Background: an optimization exercise with open tools, aiming at small area and a short achievable clock period. Do not read the settings as production practice.
At most, simulation tests tie the RTL to the original design; equivalence was not proved.
Power and IR drop assume default switching activity.

==> module FLP_multiplier_4, before the edit <==
module FLP_multiplier_4(
    input [31:0] A,
    input [31:0] B,
    input rst,
    input clk,
    output [31:0] result
);
    reg [22:0] a1, b1;
    reg s1;
    reg [7:0] e1;
    wire [7:0] e0 = A[30:23] + B[30:23] + 8'd129;    
    always @(posedge clk) begin
        a1 <= A[22:0];
        b1 <= B[22:0];
        e1 <= e0;
        s1 <= A[31] ^ B[31];
    end
    wire [25:0] a3_0 = {2'b01, A[22:0]} + {1'b1, A[22:0], 1'b0};
    reg [25:0] a3_1;
    always @(posedge clk) a3_1 <= a3_0;
    wire [39:0] dg0;
    booth8_enc enc(.b(B[22:0]), .dg(dg0));
    reg [39:0] dg1;
    always @(posedge clk) dg1 <= dg0;
    wire [71:0] z;
    wire zc;
    mul_s1 st1(.a(a1), .a3(a3_1), .dg(dg1), .z(z), .cout(zc));
    reg [71:0] z2;
    reg c2;
    reg [7:0] e2;
    reg sg2;
    always @(posedge clk) begin
        z2 <= z;
        c2 <= zc;
        e2 <= e1;
        sg2 <= s1;
    end
    wire hi;
    wire [22:0] m, ml, mh;
    mul_s2 st2(.z(z2), .cin(c2), .hi(hi), .ml(ml), .mh(mh), .m(m));
    wire [7:0] e2i = e2 + 8'd1;
    reg [22:0] ml3, mh3;
    reg [7:0] e3;
    reg hi3, sg3;
    always @(posedge clk) begin
        ml3 <= ml;
        mh3 <= mh;
        e3 <= e2;
        hi3 <= hi;
        sg3 <= sg2;
    end
    wire [7:0] e3i = e3 + 8'd1;
    assign result = {sg3, hi3 ? e3i : e3, hi3 ? mh3 : ml3};
endmodule
==> flow/config.mk <==
export PLATFORM = sky130hd
export DESIGN_NAME = FLP_multiplier_4
export DESIGN_NICKNAME = FLP_multiplier_4
export VERILOG_FILES = /design/flow/design.v
export SDC_FILE = /design/flow/constraint.sdc
export NUM_CORES = 4
export LEC_CHECK = 0
export CAP_MARGIN = 20
export CORE_MARGIN = 2
export CORE_UTILIZATION = 40
export SETUP_SLACK_MARGIN = 3.5
export SLEW_MARGIN = 20
==> flow/constraint.sdc <==
create_clock -name core_clock -period 7.0 [get_ports {clk}]
set_input_delay 1.4000 -clock core_clock [delete_from_list [all_inputs] [get_ports {clk}]]
set_output_delay 1.4000 -clock core_clock [all_outputs]
set_load 0.01 [all_outputs]
standard.sh (not shown) runs the stock make flow with config.mk's settings and CLKGATE_MAP_FILE= SYNTH_SCRIPT=/design/flow/synth_recipe.tcl, a recipe that flattens the netlist after the stock synthesis.
==> flow/flow/run.sh <==
#!/bin/bash
set -o pipefail
bash standard.sh ADDER_MAP_FILE= "BUFFER_PORTS_ARGS=-buffer_cell sky130_fd_sc_hd__buf_2" finish > flow_make.log 2>&1
Then changed:
--- a/flow/design.v
+++ b/flow/design.v
@@ -1028,18 +1028,19 @@
     input clk,
     output [31:0] result
 );
     reg [22:0] a1, b1;
     reg s1;
-    reg [7:0] e1;
-    wire [7:0] e0 = A[30:23] + B[30:23] + 8'd129;    
+    reg [7:0] ea1, eb1;
     always @(posedge clk) begin
         a1 <= A[22:0];
         b1 <= B[22:0];
-        e1 <= e0;
+        ea1 <= A[30:23];
+        eb1 <= B[30:23];
         s1 <= A[31] ^ B[31];
     end
+    wire [7:0] e1 = ea1 + eb1 + 8'd129;
     wire [25:0] a3_0 = {2'b01, A[22:0]} + {1'b1, A[22:0], 1'b0};
     reg [25:0] a3_1;
     always @(posedge clk) a3_1 <= a3_0;
     wire [39:0] dg0;
     booth8_enc enc(.b(B[22:0]), .dg(dg0));
@@ -1060,18 +1061,10 @@
     end
     wire hi;
     wire [22:0] m, ml, mh;
     mul_s2 st2(.z(z2), .cin(c2), .hi(hi), .ml(ml), .mh(mh), .m(m));
     wire [7:0] e2i = e2 + 8'd1;
-    reg [22:0] ml3, mh3;
-    reg [7:0] e3;
-    reg hi3, sg3;
-    always @(posedge clk) begin
-        ml3 <= ml;
-        mh3 <= mh;
-        e3 <= e2;
-        hi3 <= hi;
-        sg3 <= sg2;
-    end
-    wire [7:0] e3i = e3 + 8'd1;
-    assign result = {sg3, hi3 ? e3i : e3, hi3 ? mh3 : ml3};
+    wire [7:0] e = hi ? e2i : e2;
+    reg [31:0] r3;
+    always @(posedge clk) r3 <= {sg2, e, m};
+    assign result = r3;
 endmodule
Hold slack hardly moves. Routed wire length climbs by 1.7%. Clock-buffer cell count drops by 7. Cell area stays the same. Non-clock buffer count increases by 15. Total power is higher by 2.9%. Worst setup slack got worse by 0.078 ns. Register-to-register slack degrades by 0.08 ns. Via count increases by 1.4%. Synthesized area went down by 1.7%.
No functional check of the RTL was part of the second run of this note.

FLP_multiplier_4, a different RTL version from the one above (not shown whole).
For scale: ~2600 cells after synthesis, ~250 flip-flops, roughly 22000 sq um of cells after synthesis.
==> module FLP_multiplier_4, before the edit <==
module FLP_multiplier_4(
    input [31:0] A,
    input [31:0] B,
    input rst,
    input clk,
    output [31:0] result
);
    reg [22:0] a1, b1;
    reg s1;
    reg [7:0] ea1, eb1;
    always @(posedge clk) begin
        a1 <= A[22:0];
        b1 <= B[22:0];
        ea1 <= A[30:23];
        eb1 <= B[30:23];
        s1 <= A[31] ^ B[31];
    end
    wire [7:0] e1 = ea1 + eb1 + 8'd129;
    wire [25:0] a3_0 = {2'b01, A[22:0]} + {1'b1, A[22:0], 1'b0};
    reg [25:0] a3_1;
    always @(posedge clk) a3_1 <= a3_0;
    wire [39:0] dg0;
    booth8_enc enc(.b(B[22:0]), .dg(dg0));
    reg [39:0] dg1;
    always @(posedge clk) dg1 <= dg0;
    wire [71:0] z;
    wire zc;
    mul_s1 st1(.a(a1), .a3(a3_1), .dg(dg1), .z(z), .cout(zc));
    reg [71:0] z2;
    reg c2;
    reg [7:0] e2;
    reg sg2;
    always @(posedge clk) begin
        z2 <= z;
        c2 <= zc;
        e2 <= e1;
        sg2 <= s1;
    end
    wire hi;
    wire [22:0] m, ml, mh;
    mul_s2 st2(.z(z2), .cin(c2), .hi(hi), .ml(ml), .mh(mh), .m(m));
    wire [7:0] e2i = e2 + 8'd1;
    reg [22:0] ml3, mh3;
    reg [7:0] e3, e3i;
    reg hi3, sg3;
    always @(posedge clk) begin
        ml3 <= ml;
        mh3 <= mh;
        e3 <= e2;
        e3i <= e2i;
        hi3 <= hi;
        sg3 <= sg2;
    end
    assign result = {sg3, hi3 ? e3i : e3, hi3 ? mh3 : ml3};
endmodule
export LEC_CHECK = 0
export CAP_MARGIN = 20
export CORE_MARGIN = 2
export CORE_UTILIZATION = 40
export SETUP_SLACK_MARGIN = 3.5
export SLEW_MARGIN = 20
create_clock -name core_clock -period 7.0 [get_ports {clk}]
Scripts as last shown in full above: flow/flow/run.sh
The starting point ran to the end with no violations.
Next try:
--- a/flow/design.v
+++ b/flow/design.v
@@ -1030,15 +1030,14 @@
 );
     reg [22:0] a1, b1;
     reg s1;
-    reg [7:0] ea1, eb1;
+    reg [7:0] e1;
+    wire [7:0] e0 = A[30:23] + B[30:23] + 8'd129;    
     always @(posedge clk) begin
         a1 <= A[22:0];
         b1 <= B[22:0];
-        ea1 <= A[30:23];
-        eb1 <= B[30:23];
+        e1 <= e0;
         s1 <= A[31] ^ B[31];
     end
-    wire [7:0] e1 = ea1 + eb1 + 8'd129;
     wire [25:0] a3_0 = {2'b01, A[22:0]} + {1'b1, A[22:0], 1'b0};
     reg [25:0] a3_1;
     always @(posedge clk) a3_1 <= a3_0;
Result: The changed run completed without violations. Setup slack gains 0.0068 ns. Routed wire length fell by 3.4%. Maximum frequency barely changes. Synthesized cell count drops by 0.30%. Total power decreases by 1.6%. Via count came out lower by 0.50%.
No functional check of the RTL was part of the second run of this note.

[static timing again, ports no longer ideal]
How much do the figures lean on ideal ports? The routed layouts below were timed once more, with nothing changed but the port constraints. Step 1 (the two cells are an assumption about what drives the block):
set clk [get_ports {clk}]
set_driving_cell -lib_cell sky130_fd_sc_hd__clkbuf_16 $clk
set_driving_cell -lib_cell sky130_fd_sc_hd__buf_2 [delete_from_list [all_inputs] $clk]
Step 2 also shifts input and output timing later by t, the mid clock arrival at the registers, as if the neighbouring blocks saw the same clock. Three values: ideal ports, drivers, drivers and shift; two values: the first two.
run	t (ns)	setup slack, ns	worst register clock-pin slew, ns	cell pins on the clock port's net
the first run of note 1	0.627	3.624 / 3.606 / 3.099	0.06 / 0.06	1
the second run of note 1	0.613	3.546 / 3.546 / 3.115	0.06 / 0.06	1
the first run of note 2	0.619	3.616 / 3.616 / 3.102	0.07 / 0.07	1
the second run of note 2	0.610	3.623 / 3.623 / 3.086	0.07 / 0.07	1
After both steps setup and hold are still met in every run listed. The setup slack of the second run of note 2, which loses most, moves by 0.000 ns with the drivers and by -0.537 ns with both steps.
